From an optimization exercise on the open Yosys and OpenROAD flow, aimed at small area and a short achievable clock period; shortcuts taken in it are not production practice.
Only simulation tests tie the RTL to the original design; equivalence was not proved.

[design.v]
module cordic_advanced #(
    parameter DATA_WIDTH = 18,
    parameter ANGLE_WIDTH = 32,
    parameter ITERATIONS = 18,
    parameter PIPELINE_STAGES = 18
)(
    input  wire                         clk,
    input  wire                         rst_n,
    input  wire                         enable,
    input  wire signed [DATA_WIDTH-1:0] x_in,
    input  wire signed [DATA_WIDTH-1:0] y_in,
    input  wire signed [ANGLE_WIDTH-1:0] z_in,
    input  wire                         data_valid_in,
    output wire                         data_ready_out,
    output wire signed [DATA_WIDTH:0]   x_out,
    output wire signed [DATA_WIDTH:0]   y_out,
    output wire signed [ANGLE_WIDTH-1:0] z_out,
    output wire                         data_valid_out,
    input  wire                         data_ready_in,
    output wire                         overflow,
    output wire [15:0]                  iterations_count,
    output wire [31:0]                  throughput_counter
);
    assign data_ready_out = enable;
    wire accept = enable & data_valid_in;
    wire [18:0] xe = {x_in[17], x_in};
    wire [18:0] ye = {y_in[17], y_in};
    wire [1:0] q = z_in[31:30];
    wire [18:0] x0 = (q == 2'b01) ? -ye : (q == 2'b10) ? ye : xe;
    wire [18:0] y0 = (q == 2'b01) ? xe : (q == 2'b10) ? -xe : ye;
    wire [30:0] z0 = {q[0] ^ q[1] ? q[1] : z_in[30], z_in[29:0]};
    wire v0 = data_valid_in;
    wire d0 = z0[30];
    wire [18:0] xs0 = y0;
    wire [18:0] ys0 = x0;
    wire [18:0] x1 = x0 + (xs0 ^ {19{~d0}}) + {18'd0, ~d0};
    wire [18:0] y1 = y0 + (ys0 ^ {19{d0}}) + {18'd0, d0};
    wire [29:0] z1 = z0[29:0] + (d0 ? 30'h20000000 : 30'h20000000);
    wire v1 = v0;
    reg [18:0] xq1, yq1;
    reg [29:0] zq1;
    reg vq1;
    always @(posedge clk) if (enable) begin xq1 <= x1; yq1 <= y1; zq1 <= z1; end
    always @(posedge clk or negedge rst_n)
        if (!rst_n) vq1 <= 1'b0; else if (enable) vq1 <= v1;
    wire d1 = zq1[29];
    wire [18:0] xs1 = {{1{yq1[18]}}, yq1[18:1]};
    wire [18:0] ys1 = {{1{xq1[18]}}, xq1[18:1]};
    wire [18:0] x2 = xq1 + (xs1 ^ {19{~d1}}) + {18'd0, ~d1};
    wire [18:0] y2 = yq1 + (ys1 ^ {19{d1}}) + {18'd0, d1};
    wire [29:0] z2 = zq1[29:0] + (d1 ? 30'h12e4051e : 30'h2d1bfae2);
    wire v2 = vq1;
    reg [18:0] xq2, yq2;
    reg [29:0] zq2;
    reg vq2;
    always @(posedge clk) if (enable) begin xq2 <= x2; yq2 <= y2; zq2 <= z2; end
    always @(posedge clk or negedge rst_n)
        if (!rst_n) vq2 <= 1'b0; else if (enable) vq2 <= v2;
    wire d2 = zq2[29];
    wire [18:0] xs2 = {{2{yq2[18]}}, yq2[18:2]};
    wire [18:0] ys2 = {{2{xq2[18]}}, xq2[18:2]};
    wire [18:0] x3 = xq2 + (xs2 ^ {19{~d2}}) + {18'd0, ~d2};
    wire [18:0] y3 = yq2 + (ys2 ^ {19{d2}}) + {18'd0, d2};
    wire [28:0] z3 = zq2[28:0] + (d2 ? 29'h9fb385b : 29'h1604c7a5);
    wire v3 = vq2;
    reg [18:0] xq3, yq3;
    reg [28:0] zq3;
    reg vq3;
    always @(posedge clk) if (enable) begin xq3 <= x3; yq3 <= y3; zq3 <= z3; end
    always @(posedge clk or negedge rst_n)
        if (!rst_n) vq3 <= 1'b0; else if (enable) vq3 <= v3;
    wire d3 = zq3[28];
    wire [18:0] xs3 = {{3{yq3[18]}}, yq3[18:3]};
    wire [18:0] ys3 = {{3{xq3[18]}}, xq3[18:3]};
    wire [18:0] x4 = xq3 + (xs3 ^ {19{~d3}}) + {18'd0, ~d3};
    wire [18:0] y4 = yq3 + (ys3 ^ {19{d3}}) + {18'd0, d3};
    wire [27:0] z4 = zq3[27:0] + (d3 ? 28'h51111d4 : 28'haeeee2c);
    wire v4 = vq3;
    reg [18:0] xq4, yq4;
    reg [27:0] zq4;
    reg vq4;
    always @(posedge clk) if (enable) begin xq4 <= x4; yq4 <= y4; zq4 <= z4; end
    always @(posedge clk or negedge rst_n)
        if (!rst_n) vq4 <= 1'b0; else if (enable) vq4 <= v4;
    wire d4 = zq4[27];
    wire [18:0] xs4 = {{4{yq4[18]}}, yq4[18:4]};
    wire [18:0] ys4 = {{4{xq4[18]}}, xq4[18:4]};
    wire [18:0] x5 = xq4 + (xs4 ^ {19{~d4}}) + {18'd0, ~d4};
    wire [18:0] y5 = yq4 + (ys4 ^ {19{d4}}) + {18'd0, d4};
    wire [26:0] z5 = zq4[26:0] + (d4 ? 27'h28b0d43 : 27'h574f2bd);
    wire v5 = vq4;
    reg [18:0] xq5, yq5;
    reg [26:0] zq5;
    reg vq5;
    always @(posedge clk) if (enable) begin xq5 <= x5; yq5 <= y5; zq5 <= z5; end
    always @(posedge clk or negedge rst_n)
        if (!rst_n) vq5 <= 1'b0; else if (enable) vq5 <= v5;
    wire d5 = zq5[26];
    wire [18:0] xs5 = {{5{yq5[18]}}, yq5[18:5]};
    wire [18:0] ys5 = {{5{xq5[18]}}, xq5[18:5]};
    wire [18:0] x6 = xq5 + (xs5 ^ {19{~d5}}) + {18'd0, ~d5};
    wire [18:0] y6 = yq5 + (ys5 ^ {19{d5}}) + {18'd0, d5};
    wire [25:0] z6 = zq5[25:0] + (d5 ? 26'h145d7e1 : 26'h2ba281f);
    wire v6 = vq5;
    reg [18:0] xq6, yq6;
    reg [25:0] zq6;
    reg vq6;
    always @(posedge clk) if (enable) begin xq6 <= x6; yq6 <= y6; zq6 <= z6; end
    always @(posedge clk or negedge rst_n)
        if (!rst_n) vq6 <= 1'b0; else if (enable) vq6 <= v6;
    wire d6 = zq6[25];
    wire [18:0] xs6 = {{6{yq6[18]}}, yq6[18:6]};
    wire [18:0] ys6 = {{6{xq6[18]}}, xq6[18:6]};
    wire [18:0] x7 = xq6 + (xs6 ^ {19{~d6}}) + {18'd0, ~d6};
    wire [18:0] y7 = yq6 + (ys6 ^ {19{d6}}) + {18'd0, d6};
    wire [24:0] z7 = zq6[24:0] + (d6 ? 25'ha2f61e : 25'h15d09e2);
    wire v7 = vq6;
    reg [18:0] xq7, yq7;
    reg [24:0] zq7;
    reg vq7;
    always @(posedge clk) if (enable) begin xq7 <= x7; yq7 <= y7; zq7 <= z7; end
    always @(posedge clk or negedge rst_n)
        if (!rst_n) vq7 <= 1'b0; else if (enable) vq7 <= v7;
    wire d7 = zq7[24];
    wire [18:0] xs7 = {{7{yq7[18]}}, yq7[18:7]};
    wire [18:0] ys7 = {{7{xq7[18]}}, xq7[18:7]};
    wire [18:0] x8 = xq7 + (xs7 ^ {19{~d7}}) + {18'd0, ~d7};
    wire [18:0] y8 = yq7 + (ys7 ^ {19{d7}}) + {18'd0, d7};
    wire [23:0] z8 = zq7[23:0] + (d7 ? 24'h517c55 : 24'hae83ab);
    wire v8 = vq7;
    reg [18:0] xq8, yq8;
    reg [23:0] zq8;
    reg vq8;
    always @(posedge clk) if (enable) begin xq8 <= x8; yq8 <= y8; zq8 <= z8; end
    always @(posedge clk or negedge rst_n)
        if (!rst_n) vq8 <= 1'b0; else if (enable) vq8 <= v8;
    wire d8 = zq8[23];
    wire [18:0] xs8 = {{8{yq8[18]}}, yq8[18:8]};
    wire [18:0] ys8 = {{8{xq8[18]}}, xq8[18:8]};
    wire [18:0] x9 = xq8 + (xs8 ^ {19{~d8}}) + {18'd0, ~d8};
    wire [18:0] y9 = yq8 + (ys8 ^ {19{d8}}) + {18'd0, d8};
    wire [22:0] z9 = zq8[22:0] + (d8 ? 23'h28be53 : 23'h5741ad);
    wire v9 = vq8;
    reg [18:0] xq9, yq9;
    reg [22:0] zq9;
    reg vq9;
    always @(posedge clk) if (enable) begin xq9 <= x9; yq9 <= y9; zq9 <= z9; end
    always @(posedge clk or negedge rst_n)
        if (!rst_n) vq9 <= 1'b0; else if (enable) vq9 <= v9;
    wire d9 = zq9[22];
    wire [18:0] xs9 = {{9{yq9[18]}}, yq9[18:9]};
    wire [18:0] ys9 = {{9{xq9[18]}}, xq9[18:9]};
    wire [18:0] x10 = xq9 + (xs9 ^ {19{~d9}}) + {18'd0, ~d9};
    wire [18:0] y10 = yq9 + (ys9 ^ {19{d9}}) + {18'd0, d9};
    wire [21:0] z10 = zq9[21:0] + (d9 ? 22'h145f2e : 22'h2ba0d2);
    wire v10 = vq9;
    reg [18:0] xq10, yq10;
    reg [21:0] zq10;
    reg vq10;
    always @(posedge clk) if (enable) begin xq10 <= x10; yq10 <= y10; zq10 <= z10; end
    always @(posedge clk or negedge rst_n)
        if (!rst_n) vq10 <= 1'b0; else if (enable) vq10 <= v10;
    wire d10 = zq10[21];
    wire [18:0] xs10 = {{10{yq10[18]}}, yq10[18:10]};
    wire [18:0] ys10 = {{10{xq10[18]}}, xq10[18:10]};
    wire [18:0] x11 = xq10 + (xs10 ^ {19{~d10}}) + {18'd0, ~d10};
    wire [18:0] y11 = yq10 + (ys10 ^ {19{d10}}) + {18'd0, d10};
    wire [20:0] z11 = zq10[20:0] + (d10 ? 21'ha2f98 : 21'h15d068);
    wire v11 = vq10;
    reg [18:0] xq11, yq11;
    reg [20:0] zq11;
    reg vq11;
    always @(posedge clk) if (enable) begin xq11 <= x11; yq11 <= y11; zq11 <= z11; end
    always @(posedge clk or negedge rst_n)
        if (!rst_n) vq11 <= 1'b0; else if (enable) vq11 <= v11;
    wire d11 = zq11[20];
    wire [18:0] xs11 = {{11{yq11[18]}}, yq11[18:11]};
    wire [18:0] ys11 = {{11{xq11[18]}}, xq11[18:11]};
    wire [18:0] x12 = xq11 + (xs11 ^ {19{~d11}}) + {18'd0, ~d11};
    wire [18:0] y12 = yq11 + (ys11 ^ {19{d11}}) + {18'd0, d11};
    wire [19:0] z12 = zq11[19:0] + (d11 ? 20'h517cc : 20'hae834);
    wire v12 = vq11;
    reg [18:0] xq12, yq12;
    reg [19:0] zq12;
    reg vq12;
    always @(posedge clk) if (enable) begin xq12 <= x12; yq12 <= y12; zq12 <= z12; end
    always @(posedge clk or negedge rst_n)
        if (!rst_n) vq12 <= 1'b0; else if (enable) vq12 <= v12;
    wire d12 = zq12[19];
    wire [18:0] xs12 = {{12{yq12[18]}}, yq12[18:12]};
    wire [18:0] ys12 = {{12{xq12[18]}}, xq12[18:12]};
    wire [18:0] x13 = xq12 + (xs12 ^ {19{~d12}}) + {18'd0, ~d12};
    wire [18:0] y13 = yq12 + (ys12 ^ {19{d12}}) + {18'd0, d12};
    wire [18:0] z13 = zq12[18:0] + (d12 ? 19'h28be6 : 19'h5741a);
    wire v13 = vq12;
    reg [18:0] xq13, yq13;
    reg [18:0] zq13;
    reg vq13;
    always @(posedge clk) if (enable) begin xq13 <= x13; yq13 <= y13; zq13 <= z13; end
    always @(posedge clk or negedge rst_n)
        if (!rst_n) vq13 <= 1'b0; else if (enable) vq13 <= v13;
    wire d13 = zq13[18];
    wire [18:0] xs13 = {{13{yq13[18]}}, yq13[18:13]};
    wire [18:0] ys13 = {{13{xq13[18]}}, xq13[18:13]};
    wire [18:0] x14 = xq13 + (xs13 ^ {19{~d13}}) + {18'd0, ~d13};
    wire [18:0] y14 = yq13 + (ys13 ^ {19{d13}}) + {18'd0, d13};
    wire [17:0] z14 = zq13[17:0] + (d13 ? 18'h145f3 : 18'h2ba0d);
    wire v14 = vq13;
    reg [18:0] xq14, yq14;
    reg [17:0] zq14;
    reg vq14;
    always @(posedge clk) if (enable) begin xq14 <= x14; yq14 <= y14; zq14 <= z14; end
    always @(posedge clk or negedge rst_n)
        if (!rst_n) vq14 <= 1'b0; else if (enable) vq14 <= v14;
    wire d14 = zq14[17];
    wire [18:0] xs14 = {{14{yq14[18]}}, yq14[18:14]};
    wire [18:0] ys14 = {{14{xq14[18]}}, xq14[18:14]};
    wire [18:0] x15 = xq14 + (xs14 ^ {19{~d14}}) + {18'd0, ~d14};
    wire [18:0] y15 = yq14 + (ys14 ^ {19{d14}}) + {18'd0, d14};
    wire [16:0] z15 = zq14[16:0] + (d14 ? 17'ha2f9 : 17'h15d07);
    wire v15 = vq14;
    reg [18:0] xq15, yq15;
    reg [16:0] zq15;
    reg vq15;
    always @(posedge clk) if (enable) begin xq15 <= x15; yq15 <= y15; zq15 <= z15; end
    always @(posedge clk or negedge rst_n)
        if (!rst_n) vq15 <= 1'b0; else if (enable) vq15 <= v15;
    wire d15 = zq15[16];
    wire [18:0] xs15 = {{15{yq15[18]}}, yq15[18:15]};
    wire [18:0] ys15 = {{15{xq15[18]}}, xq15[18:15]};
    wire [18:0] x16 = xq15 + (xs15 ^ {19{~d15}}) + {18'd0, ~d15};
    wire [18:0] y16 = yq15 + (ys15 ^ {19{d15}}) + {18'd0, d15};
    wire [15:0] z16 = zq15[15:0] + (d15 ? 16'h517d : 16'hae83);
    wire v16 = vq15;
    reg [18:0] xq16, yq16;
    reg [15:0] zq16;
    reg vq16;
    always @(posedge clk) if (enable) begin xq16 <= x16; yq16 <= y16; zq16 <= z16; end
    always @(posedge clk or negedge rst_n)
        if (!rst_n) vq16 <= 1'b0; else if (enable) vq16 <= v16;
    wire d16 = zq16[15];
    wire [18:0] xs16 = {{16{yq16[18]}}, yq16[18:16]};
    wire [18:0] ys16 = {{16{xq16[18]}}, xq16[18:16]};
    wire [18:0] x17 = xq16 + (xs16 ^ {19{~d16}}) + {18'd0, ~d16};
    wire [18:0] y17 = yq16 + (ys16 ^ {19{d16}}) + {18'd0, d16};
    wire [14:0] z17 = zq16[14:0] + (d16 ? 15'h28be : 15'h5742);
    wire v17 = vq16;
    reg [18:0] xq17, yq17;
    reg [14:0] zq17;
    reg vq17;
    always @(posedge clk) if (enable) begin xq17 <= x17; yq17 <= y17; zq17 <= z17; end
    always @(posedge clk or negedge rst_n)
        if (!rst_n) vq17 <= 1'b0; else if (enable) vq17 <= v17;
    wire d17 = zq17[14];
    wire [18:0] xs17 = {{17{yq17[18]}}, yq17[18:17]};
    wire [18:0] ys17 = {{17{xq17[18]}}, xq17[18:17]};
    wire [18:0] x18 = xq17 + (xs17 ^ {19{~d17}}) + {18'd0, ~d17};
    wire [18:0] y18 = yq17 + (ys17 ^ {19{d17}}) + {18'd0, d17};
    wire [13:0] z18 = zq17[13:0] + (d17 ? 14'h145f : 14'h2ba1);
    wire v18 = vq17;
    reg [18:0] xq18, yq18;
    reg [13:0] zq18;
    reg vq18;
    always @(posedge clk) if (enable) begin xq18 <= x18; yq18 <= y18; zq18 <= z18; end
    always @(posedge clk or negedge rst_n)
        if (!rst_n) vq18 <= 1'b0; else if (enable) vq18 <= v18;
    assign x_out = xq18;
    assign y_out = yq18;
    assign z_out = {{18{zq18[13]}}, zq18};
    assign data_valid_out = vq18;
    reg        overflow_flag;
    reg [15:0] iteration_counter;
    reg [31:0] throughput_cnt;
    assign overflow = overflow_flag;
    assign iterations_count = iteration_counter;
    assign throughput_counter = throughput_cnt;
    always @(posedge clk or negedge rst_n) begin
        if (!rst_n) begin
            overflow_flag <= 1'b0;
            iteration_counter <= 16'd0;
            throughput_cnt <= 32'd0;
        end else begin
            if (data_valid_out)
                overflow_flag <= (x_out == 19'h40000) || (y_out == 19'h40000);
            if (accept)
                iteration_counter <= iteration_counter + 16'd1;
            if (data_valid_out && data_ready_in)
                throughput_cnt <= throughput_cnt + 32'd1;
        end
    end
endmodule
[run.sh]
#!/bin/bash
# synth_recipe.tcl (not shown) runs the flow's synth.tcl, then flattens the netlist and writes it again
# the make line also repeats each setting of config.mk as NAME=value (left out here)
make -C /OpenROAD-flow-scripts/flow DESIGN_CONFIG=/design/flow/config.mk WORK_HOME=/design/flow/orfs CLKGATE_MAP_FILE= SYNTH_SCRIPT=/design/flow/synth_recipe.tcl finish
[config.mk]
export PLATFORM = sky130hd
export DESIGN_NAME = cordic_advanced
export DESIGN_NICKNAME = cordic_advanced
export VERILOG_FILES = /design/flow/design.v
export SDC_FILE = /design/flow/constraint.sdc
export NUM_CORES = 4
export LEC_CHECK = 0
export CAP_MARGIN = 20
export CORE_MARGIN = 2
export CORE_UTILIZATION = 40
export SLEW_MARGIN = 20
[constraint.sdc]
create_clock -name core_clock -period 4.5 [get_ports {clk}]
set_input_delay 0.9000 -clock core_clock [delete_from_list [all_inputs] [get_ports {clk}]]
set_output_delay 0.9000 -clock core_clock [all_outputs]
set_load 0.01 [all_outputs]
==> impl_metrics.csv, run 1 <==
group,metric,value,unit
status,run_status,"finished clean",
critical_path,critPathMaxFanout,4,
clock_network,tritoncts,"built",
detailed_routing,drt-wirelength-per-cell,15.52,µm
final_layout,register_area,0.03432,mm²
detailed_routing,vias,60621,
clock_network,clock_buffer_count_from_cts,138,
sta,setup_slack,0.1428,ns
sta,timing_max_transition_violations_final,0,
clock_network,htreeDepth,4,
critical_path,reg2reg_setup_slack,0.45,ns
detailed_routing,first_iter_violations,2916,
final_layout,fillerInstances,19375,
place,port_buffers,193,
sta,grt_setup_unrepaired,"no",
detailed_routing,highest_layer,"met4",
global_route,grt-ovfl-total,0,
die,die-area,0.2146,mm²
final_layout,syn2layout_area_growth,13.49,%
detailed_routing,antenna_violating_nets_post_route,0,
critical_path,timing.critical_path.cells,"clkdlybuf4s50_1, or3b_4, or3_4, or3_4, a22o_1, a221o_1, xnor2_1, ha_1, a21oi_2, nor2_1, a21oi_2, o31ai_4, nor4_2, buf_4, o311ai_2, o41ai_2, xnor2_1",
clock_network,clk_pin_slew_worst_paths,0.06,ns
critical_path,critPathArrivalTime,4.85,ns
die,floorplan.die.height,463.3,µm
final_layout,multi_input_area,0.04851,mm²
logic_synthesis,post_synth_num_cell_types,88,
sta,finalCriticalPeriod,4.357,ns
clock_network,clk_root_buffer_cell,"clkbuf_16",
place,weighted_congestion_reported_at_the_end_of_routability_driven_placement,0.8795,
detailed_routing,first_pass_iters,5,
global_route,grt_antenna_before_repair,1,
sta,fin_skew,0.03030,ns
logic_synthesis,postSynthCellCount,8051,
critical_path,cp.required,4.99,ns
critical_path,end_kind,"flop",
detailed_routing,drt_drc_violations_left,0,
critical_path,setup.worst_path.start_class,"primary input",
sta,fmax,0.2295,GHz
logic_synthesis,portion_of_the_post_synthesis_area_used_by_sequential_elements,40.68,%
logic_synthesis,synth_ff_type,"edfxtp_1",
global_route,grt_start_max_net_pins,171,
global_route,grt.total_usage,16.13,%
logic_synthesis,syn-cell-area,0.08437,mm²
clock_network,worst_skew_pair.late_latency,0.77,ns
worst_hold_path,hold_path.class,"in -> async",
die,start_util,40.26,%
clock_network,buffer_levels_on_the_longest_clock_path,3,
place,detailed_place_hpwl,138000,µm
logic_synthesis,synth-warning-count,1,
detailed_routing,vias_per_cell,5.293,
place,preCtsSetupSlack,-1.087,ns
die,core_area,0.2096,mm²
global_route,grt_pass1_wl,292200,µm
critical_path,cpMaxStageDelayCell,"clkdlybuf4s50_1",
logic_synthesis,synth_commonest_cells,"edfxtp_1 (1087), ha_1 (944), xnor2_1 (781)",
final_layout,fraction_of_layout_instances_using_a_drive_strength_above_1,7.045,%
logic_synthesis,asyncSetResetFlopFracSynth,5.806,%
clock_network,cts_num_sinks,1154,
logic_synthesis,synth_area_per_cell,10.48,µm²
final_layout,finish.net_count,9610,
global_route,first_global_vias,60031,
flow_run,cap_violations,0,
detailed_routing,wirelength,177700,µm
sta,finalSetupViolCount,0,
sta,final_min_period_over_clock_period,96.83,%
logic_synthesis,yosys.cell_count.top_type,"edfxtp_1",
logic_synthesis,syn-num-nets,9121,
sta,worst_slew_margin_relative_to_its_limit,35.83,%
critical_path,critical_path.max_stage_delay,0.42,ns
sta,final_setup_tns,0,ns
sta,finalHoldViolations,0,
sta,worst-slew-pin-transition,0.9625,ns
logic_synthesis,synth_top_cell_by_area,"edfxtp_1",
logic_synthesis,ys_seq_elements,1154,
critical_path,path_class,"in -> reg",
die,ioPinCount,194,
detailed_routing,met2RoutedLength,91440,µm
die,std_cell_rows,168,
die,die_width,463.3,µm
logic_synthesis,synthTopCellsByArea,"edfxtp_1 (39%), ha_1 (14%), xnor2_1 (8.1%)",
final_layout,design_area,0.09575,mm²
place,place_area,0.09142,mm²
detailed_routing,met1Wirelength,76200,µm
logic_synthesis,yosys.area.top_type_share,38.69,%
detailed_routing,met3_length,5710,µm
logic_synthesis,synth_edf_count,1087,
## worst max-delay path, delay by kind of cell
family / cells / cell delay, ns
AO/OA/AOI/OAI: 7 / 1.45
AND/OR/NAND/NOR: 5 / 1.33
buffers and inverters: 2 / 0.58
adder cells (fa/ha/maj): 1 / 0.33
XOR/XNOR: 2 / 0.25
## routing by layer
layer,vias up,track usage (%)
met1,28402,19.05
met2,862,30.25
met4,0,4.461
met5,-,0
met3,275,2.165
li1,31082,-
## repair_timing
| item | CTS | global route |
|---|---|---|
| setup buffers | 0 | 2 |
| hold buffers | 0 | 0 |
| pin swaps | 2 | 4 |
| endpoints found under the setup margin | 2 | 8 |
| resized for setup | 2 | 9 |
## layout by cell type, fill, tap and decap left out, types with 96 or more instances in the layout
cell and count:
nand2b_1 147, xor2_1 482, o21a_1 168, clkdlybuf4s50_1 187, clkbuf_16 140, xnor2_1 781
nand3_1 201, a21o_1 258, ha_1 943, o21ai_0 317, a21oi_1 604, edfxtp_1 1087
nand2_1 354, buf_4 261, nor2_1 702, o21bai_1 96, inv_1 291, nor3_1 208
## flip-flops by register name, indices dropped and copies added, names as in the netlist, 20 cells and up
register	cells
zq4	28
zq5	27
zq3	29
zq10	22
zq7	25
zq9	23
zq1	30
throughput_cnt	32
zq12	20
zq2	30
zq8	24
zq6	26
zq11	21
## path summary, 6_finish.rpt
check | start | end | depth (start not counted)
setup / recovery | y_in[2] | yq1[18] | 17
hold / removal | rst_n | vq18 | 1
setup reg to reg | zq8[23] | zq9[21] | 11
hold reg to reg | zq11[1] | zq12[1] | 0
max in group asynchronous | rst_n | iteration_counter[1] | 2
min in group core_clock | zq11[1] | zq12[1] | 0
## kinds of logic (layout without fill, tap and decap cells)
kind of cell | count (synthesis) | after routing | synth area share, %
xor+xnor | 1263 | 1263 | 13.11
compound gates | 2137 | 2137 | 16.86
flops | 1154 | 1154 | 40.68
mux | 42 | 42 | 0.5502
fa+ha+maj | 997 | 997 | 15.26
buf+inv | 410 | 1004 | 1.923
simple gates | 2048 | 2048 | 11.62
other cells | 0 | 2 | 0
## stage by stage
step / instances / util (%) / hold WS (ns)
finish: 11452 / 45.69 / 0.2949
global route: 11450 / 45.68 / 0.3277
CTS: 11448 / 45.66 / 0.2483
detailed placement: 11203 / 43.62 / 0.4045
global placement: 11203 / 43.62 / 0.4046
floorplan: 8051 / - / 0.4003
## layout make-up
type                       count  share of cell area [%]
antenna                        2                0.005227
clock buffer                 174                   3.803
clock inverter                71                  0.6377
inverter                     298                   1.171
multi-input combinational   6487                   50.67
sequential                  1154                   35.84
tap                         2805                   3.666
timing repair buffer         461                   4.205
==> run 2, diff against run 1 <==
--- a/design.v
+++ b/design.v
@@ -25,9 +25,15 @@
     wire accept = enable & data_valid_in;
-    wire [18:0] xe = {x_in[17], x_in};
-    wire [18:0] ye = {y_in[17], y_in};
-    wire [1:0] q = z_in[31:30];
+    reg [17:0] xr, yr;
+    reg [31:0] zr;
+    reg vin;
+    always @(posedge clk) if (enable) begin xr <= x_in; yr <= y_in; zr <= z_in; end
+    always @(posedge clk or negedge rst_n)
+        if (!rst_n) vin <= 1'b0; else if (enable) vin <= data_valid_in;
+    wire [18:0] xe = {xr[17], xr};
+    wire [18:0] ye = {yr[17], yr};
+    wire [1:0] q = zr[31:30];
     wire [18:0] x0 = (q == 2'b01) ? -ye : (q == 2'b10) ? ye : xe;
     wire [18:0] y0 = (q == 2'b01) ? xe : (q == 2'b10) ? -xe : ye;
-    wire [30:0] z0 = {q[0] ^ q[1] ? q[1] : z_in[30], z_in[29:0]};
-    wire v0 = data_valid_in;
+    wire [30:0] z0 = {q[0] ^ q[1] ? q[1] : zr[30], zr[29:0]};
+    wire v0 = vin;
     wire d0 = z0[30];
==> run 2 against run 1 <==
Largest cell class unchanged. Via count fell by 0.58%. Critical endpoint is now yq1[16]. Critical path type is now reg -> reg. Hold slack worse by 0.028 ns.
==> impl_metrics.csv, run 2 <==
group,metric,value,unit
status,run_status,"finished clean",
logic_synthesis,postSynthCellCount,7951,
logic_synthesis,synthTopCellsByArea,"edfxtp_1 (40%), ha_1 (14%), xnor2_1 (8.6%)",
global_route,grt_start_max_net_pins,155,
logic_synthesis,syn-cell-area,0.08610,mm²
global_route,grt.total_usage,16.24,%
final_layout,commonest_non_fill_non_tap_cell_in_the_layout,"edfxtp_1",
sta,finalCriticalPeriod,4.390,ns
logic_synthesis,synth_top_cell_by_area,"edfxtp_1",
final_layout,layout.core_utilization,45.41,%
logic_synthesis,portion_of_the_post_synthesis_area_used_by_sequential_elements,42.26,%
final_layout,syn2layout_area_growth,12.97,%
critical_path,end_kind,"flop",
place,detailed_place_hpwl,138900,µm
clock_network,clk_root_buffer_cell,"clkbuf_16",
critical_path,critPathArrivalTime,4.90,ns
die,die-area,0.2190,mm²
die,std_cell_rows,170,
logic_synthesis,yosys.cell_count.top_type,"edfxtp_1",
logic_synthesis,asyncSetResetFlopFracSynth,5.560,%
global_route,grt_antenna_before_repair,0,
final_layout,fraction_of_layout_instances_using_a_drive_strength_above_1,6.194,%
clock_network,cts-hold-fix-buffers,0,
logic_synthesis,synth_area_per_cell,10.83,µm²
logic_synthesis,syn-num-nets,9021,
final_layout,reg_top3,"throughput_cnt x32, zr x32",
die,core_area,0.2142,mm²
clock_network,clock_buffer_count_from_cts,144,
final_layout,final-instance-count-excl-fill,11250,
logic_synthesis,synth_commonest_cells,"edfxtp_1 (1155), ha_1 (944), xnor2_1 (849)",
global_route,grt_pass1_wl,296000,µm
clock_network,cts_num_sinks,1223,
global_route,first_global_vias,59631,
sta,finalSetupViolCount,0,
die,floorplan.die.height,467.9,µm
logic_synthesis,synth_ff_type,"edfxtp_1",
clock_network,htreeDepth,4,
final_layout,register_area,0.03638,mm²
clock_network,buffer_levels_on_the_longest_clock_path,3,
global_route,grt-ovfl-total,0,
logic_synthesis,post_synth_num_cell_types,94,
die,ioPinCount,194,
place,weighted_congestion_reported_at_the_end_of_routability_driven_placement,0.9004,
final_layout,finish.net_count,9367,
place,dp_cells,10984,
critical_path,setup.worst_path.start_class,"flop",
sta,timing_max_transition_violations_final,0,
critical_path,path_class,"reg -> reg",
worst_hold_path,hold_path.class,"in -> async",
clock_network,tritoncts,"built",
sta,fin_skew,0.03165,ns
place,port_buffers,193,
detailed_routing,antenna_violating_nets_post_route,0,
clock_network,worst_skew_pair.late_latency,0.79,ns
sta,fmax,0.2278,GHz
logic_synthesis,yosys.area.top_type_share,40.28,%
flow_run,cap_violations,0,
sta,setup_slack,0.1101,ns
detailed_routing,drt_drc_violations_left,0,
final_layout,multi_input_area,0.04831,mm²
sta,worst-slew-pin-transition,1.069,ns
sta,finalHoldViolations,0,
detailed_routing,drt-wirelength-per-cell,16.11,µm
detailed_routing,wirelength,181300,µm
sta,final_min_period_over_clock_period,97.55,%
place,preCtsSetupSlack,-0.1787,ns
critical_path,critPathMaxFanout,4,
final_layout,fillerInstances,19598,
final_layout,diodes,0,
detailed_routing,vias,60267,
logic_synthesis,synth_edf_count,1155,
detailed_routing,vias_per_cell,5.357,
sta,grt_setup_unrepaired,"yes",
clock_network,clk_pin_slew_worst_paths,0.06,ns
sta,worst_slew_margin_relative_to_its_limit,28.47,%
logic_synthesis,ys_seq_elements,1223,
critical_path,cp.required,5.01,ns
detailed_routing,first_pass_iters,6,
final_layout,layout_common_cells,"edfxtp_1 (1155), ha_1 (940), xnor2_1 (848)",
logic_synthesis,synth-warning-count,1,
detailed_routing,first_iter_violations,3290,
die,start_util,40.20,%
die,die_width,467.9,µm
-- run 2: changes by cell type after synthesis, moves of 30 or more --
cell      change
o21ai_0      +48
nand2b_1     -52
o221ai_1     +30
nand3_1      -42
nor3_1       -62
o21a_1       -78
edfxtp_1     +68
xnor2_1      +68
o21ai_1      -48
a21oi_1     +188
nor2_1      -283
a21o_1      +126
o211ai_1     +39
-- run 2: metal layers --
layer | up-vias | share of wire (%) | GRT usage, %
met4 | 0 | 2.7 | 4.995
met3 | 288 | 3.8 | 2.552
met1 | 28362 | 45 | 20.57
li1 | 30663 | - | -
met5 | - | 0 | 0
met2 | 954 | 48 | 28.29
-- run 2: layout make-up --
type | count | share of cell area, %
clock buffer | 173 | 3.935
clock inverter | 88 | 1.032
inverter | 284 | 1.096
multi-input combinational | 6309 | 49.66
sequential | 1223 | 37.41
tap | 2838 | 3.651
timing repair buffer | 335 | 3.215
-- run 2: cells by family (layout without fill, tap and decap cells) --
family	count (synthesis)	count (layout)	synth area share, %
AO/OA/AOI/OAI	2381	2381	17.87
XOR/XNOR	1317	1317	13.40
adder cells (fa/ha/maj)	997	997	14.95
buffers and inverters	419	880	1.944
flip-flops	1223	1223	42.26
multiplexers	40	40	0.5188
AND/OR/NAND/NOR	1574	1574	9.054
-- run 2: worst paths after layout --
kind | from | slack, ns | end | cells after the start
setup / recovery | yr[1] | 0.11 | yq1[16] | 18
hold / removal | rst_n | 0.27 | throughput_cnt[27] | 1
setup reg to reg | yr[1] | 0.11 | yq1[16] | 18
hold reg to reg | zq16[0] | 0.42 | zq17[0] | 0
max in group asynchronous | rst_n | 3.30 | vq10 | 2
min in group core_clock | zq16[0] | 0.42 | zq17[0] | 0
-- run 2: worst max-delay path, cell delays in order, from the launching register on --
cell and delay (ns):
edfxtp_1 0.39, inv_2 0.07, ha_2 0.18, or3b_4 0.38, or3_4 0.35, or2_4 0.25, a22o_1 0.18, a221o_1 0.36
xnor2_1 0.14, ha_1 0.30, and2_4 0.18, a221oi_4 0.25, o21ai_2 0.11, a21o_1 0.19, a21oi_2 0.15, buf_6 0.13
nor2b_4 0.04, o41ai_2 0.32, xnor2_1 0.12
-- run 2: stage by stage --
| step | cell area, µm² | setup TNS, ns | hold WS [ns] |
|---|---|---|---|
| floorplan | 86100 | 0 | 0.4003 |
| CTS | 97010 | 0 | 0.2258 |
| global placement | 92130 | -0.4896 | 0.4029 |
| detailed placement | 92130 | -0.4856 | 0.4045 |
| finish | 97270 | 0 | 0.2666 |
| global route | 97270 | -0.1494 | 0.2884 |
-- run 2: timing repair --
| action | CTS | global route |
|---|---|---|
| gates cloned | 0 | 0 |
| setup buffers | 3 | 3 |
| pin swaps | 3 | 28 |
| gates resized for setup | 8 | 41 |
| setup endpoints to repair | 6 | 10 |

[what the ideal ports hide]
How much do the figures lean on ideal ports? The routed layouts below were timed once more, with nothing changed but the port constraints. Step 1 assumes that a clkbuf_16 drives the clock port and a buf_2 every other input. Step 2 moves the port delays by t, midway between the first and last clock arrival at a register: inputs arrive t later, outputs are due t later. That takes back most of the time a late clock gives input paths. Slacks: ideal / step 1 / step 2; pairs: ideal / step 1.
run	shift t [ns]	slack for setup (ns)	worst setup path after step 2	clock arrival spread, ns	slew at the worst register clock pin (ns)
run 1	0.847	0.143 / 0.208 / -0.639	input to register	0.033 / 0.033	0.06 / 0.06
run 2	0.853	0.110 / 0.110 / 0.110	register to register	0.037 / 0.037	0.07 / 0.07
With both steps, setup timing fails in run 1, where it was met with ideal ports. For run 1, which loses most, drivers alone change the setup slack by +0.065 ns; drivers and shift together by -0.782 ns.
